Context: an optimization exercise on an open-source flow, tuned for small area. The choices shown serve that exercise and are no tape-out recipe.
Only simulation tests tie the RTL to the original design; equivalence was not proved.
Power is estimated from default activity; no workload was simulated. The clock port is modelled as an ideal driver; clocking choices that lean on that would not hold on a real chip.

## mem_access_top
module mem_access_top(
    input wire clk,
    input wire rst,
    input wire uart_rx,
    output wire uart_tx,
    output reg  led_captured,
    output reg  led_reset,
    output reg uart_idle,
    output reg uart_start,
    output reg uart_data
);
Size in the first run: ~2200 flip-flops, about 9 I/O pins.
Settings: LEC_CHECK=0, CAP_MARGIN=20, CORE_MARGIN=2, CORE_UTILIZATION=40, CTS_CLUSTER_DIAMETER=100, CTS_CLUSTER_SIZE=30, SLEW_MARGIN=20; clock period 10.0 ns.
run.sh (not shown) runs the stock make flow with config.mk's settings and CLKGATE_MAP_FILE= SYNTH_SCRIPT=/design/flow/synth_recipe.tcl, a recipe that flattens the netlist after the stock synthesis.
The first run finished with timing, DRC and antenna clean.
Edit:
--- a/flow/config.mk
+++ b/flow/config.mk
@@ -10,4 +10,4 @@
 export CORE_UTILIZATION = 40
 export CTS_CLUSTER_DIAMETER = 100
-export CTS_CLUSTER_SIZE = 30
+export CTS_CLUSTER_SIZE = 35
 export SLEW_MARGIN = 20
Area after synthesis does not change.
Non-clock buffer count stays the same.
Count of clock-buffer cells in the layout shrinks by 13.
Register-to-register slack is about the same.
Die area does not change.
Worst hold slack improved by 3.7 ps.
Power shrinks by 1.9%.
Global-route usage is about the same.
Via count shrinks by 0.41%.
Design area shrinks by 0.61%.
Worst setup slack got worse by 13 ps.

========
Another version of the RTL of mem_access_top (not shown whole).
For scale: ~2200 flip-flops, ~9 I/O pins.
clock: 10.0 ns
lec_check: 0
cap_margin: 20
core_margin: 2
core_utilization: 40
cts_cluster_diameter: 100
cts_cluster_size: 35
slew_margin: 20
The baseline went through all stages and came out clean.
Rerun with:
- ABC_AREA: not set -> 1
What happened:
- non-clock buffer count does not change
- worst setup slack improves by 0.018 ns
- via count grows by 2.2%
- total power is about the same
- wire length grows by 0.95%
- die area is about the same
- clock skew grows by 0.0099 ns
- synthesized cell count grows by 3.8%
- synthesized area is about the same

========
Another version of the RTL of mem_access_top (not shown whole).
Size in the first run: ~2500 cells after synthesis, about 2200 flip-flops, about 9 I/O pins, about 46000 µm² of cells after synthesis.
==> flow/config.mk <==
export PLATFORM = sky130hd
export DESIGN_NAME = mem_access_top
export DESIGN_NICKNAME = mem_access_top
export VERILOG_FILES = /design/flow/design.v
export SDC_FILE = /design/flow/constraint.sdc
export NUM_CORES = 4
export LEC_CHECK = 0
export ABC_AREA = 1
export CAP_MARGIN = 20
export CORE_MARGIN = 2
export CORE_UTILIZATION = 40
export SLEW_MARGIN = 20
==> flow/constraint.sdc <==
create_clock -name core_clock -period 10.0 [get_ports {clk}]
set_input_delay 2.0000 -clock core_clock [delete_from_list [all_inputs] [get_ports {clk}]]
set_output_delay 2.0000 -clock core_clock [all_outputs]
set_load 0.01 [all_outputs]
standard.sh (not shown) runs the stock make flow with config.mk's settings and CLKGATE_MAP_FILE= SYNTH_SCRIPT=/design/flow/synth_recipe.tcl, a recipe that flattens the netlist after the stock synthesis.
==> flow/flow/run.sh <==
#!/bin/bash
# The standard layout (standard.sh, unchanged synthesis, floorplan,
# placement, routing), with the clock tree built by TritonCTS options that the
# flow settings do not reach: no dummy loads, sink clusters of up to 38
# flip-flops within 100 um, and leaf buffers sized by a derated max cap
# (0.06) instead of always the strongest buffer.
set -euo pipefail
export CTS_ARGS="-sink_clustering_enable -repair_clock_nets -dont_use_dummy_load -sink_clustering_size 38 -sink_clustering_max_diameter 100 -sink_buffer_max_cap_derate 0.06"
bash standard.sh > standard_flow.log 2>&1
The first run completed with no timing, DRC or antenna violations.
Then changed:
==> flow/flow/run.sh (replaced) <==
#!/bin/bash
# The standard layout (standard.sh, unchanged synthesis, floorplan,
# placement, routing), with the clock tree built by TritonCTS options that the
# flow settings do not reach: no dummy loads, sink clusters of up to 36
# flip-flops within 100 um, and leaf buffers sized by a derated max cap
# (0.06) instead of always the strongest buffer.
set -euo pipefail
export CTS_ARGS="-sink_clustering_enable -repair_clock_nets -dont_use_dummy_load -sink_clustering_size 36 -sink_clustering_max_diameter 100 -sink_buffer_max_cap_derate 0.06"
bash standard.sh > standard_flow.log 2>&1
The new run ran to the end with no violations. Sequential share of layout area came out lower by 0.17 points. Hold slack gets better by 7.3 ps. Sequential power hardly moves. Routed wire length falls by 0.33%. Power went up by 0.55%. Synthesized cell count is unchanged. Cell area hardly moves. Global-route usage hardly moves.

==> port drivers added, routing unchanged <==
Ports are ideal in the flow. The routed layouts listed here were re-timed in OpenROAD.
Step 1: set_driving_cell puts a clkbuf_16 on clk and a buf_2 on each other input, an assumption about the parent block.
Step 2 also shifts input and output timing later by t, the mid clock arrival at the registers, as if the neighbouring blocks saw the same clock.
Slacks: ideal ports / drivers / drivers and shift; pairs: ideal ports / drivers.
run | shift t [ns] | slack for setup (ns) | hold WS [ns] | latest minus earliest clock arrival (ns) | worst data-port slew with drivers (ns)
the first run of note 1 | 0.708 | 6.276 / 6.216 / 6.806 | 0.318 / 0.318 / 0.318 | 0.031 / 0.031 | 0.03
the second run of note 1 | 0.706 | 6.264 / 6.201 / 6.763 | 0.322 / 0.322 / 0.322 | 0.037 / 0.037 | 0.03
the first run of note 2 | 0.713 | 6.238 / 6.176 / 6.473 | 0.322 / 0.322 / 0.322 | 0.028 / 0.028 | 0.05
the second run of note 2 | 0.694 | 6.256 / 6.196 / 6.677 | 0.310 / 0.310 / 0.310 | 0.038 / 0.038 | 0.03
the first run of note 3 | 0.988 | 5.993 / 5.935 / 6.511 | 0.263 / 0.263 / 0.263 | 0.164 / 0.164 | 0.03
the second run of note 3 | 0.996 | 5.970 / 5.913 / 6.586 | 0.271 / 0.271 / 0.271 | 0.124 / 0.124 | 0.03
After both steps setup and hold are still met in every run listed.
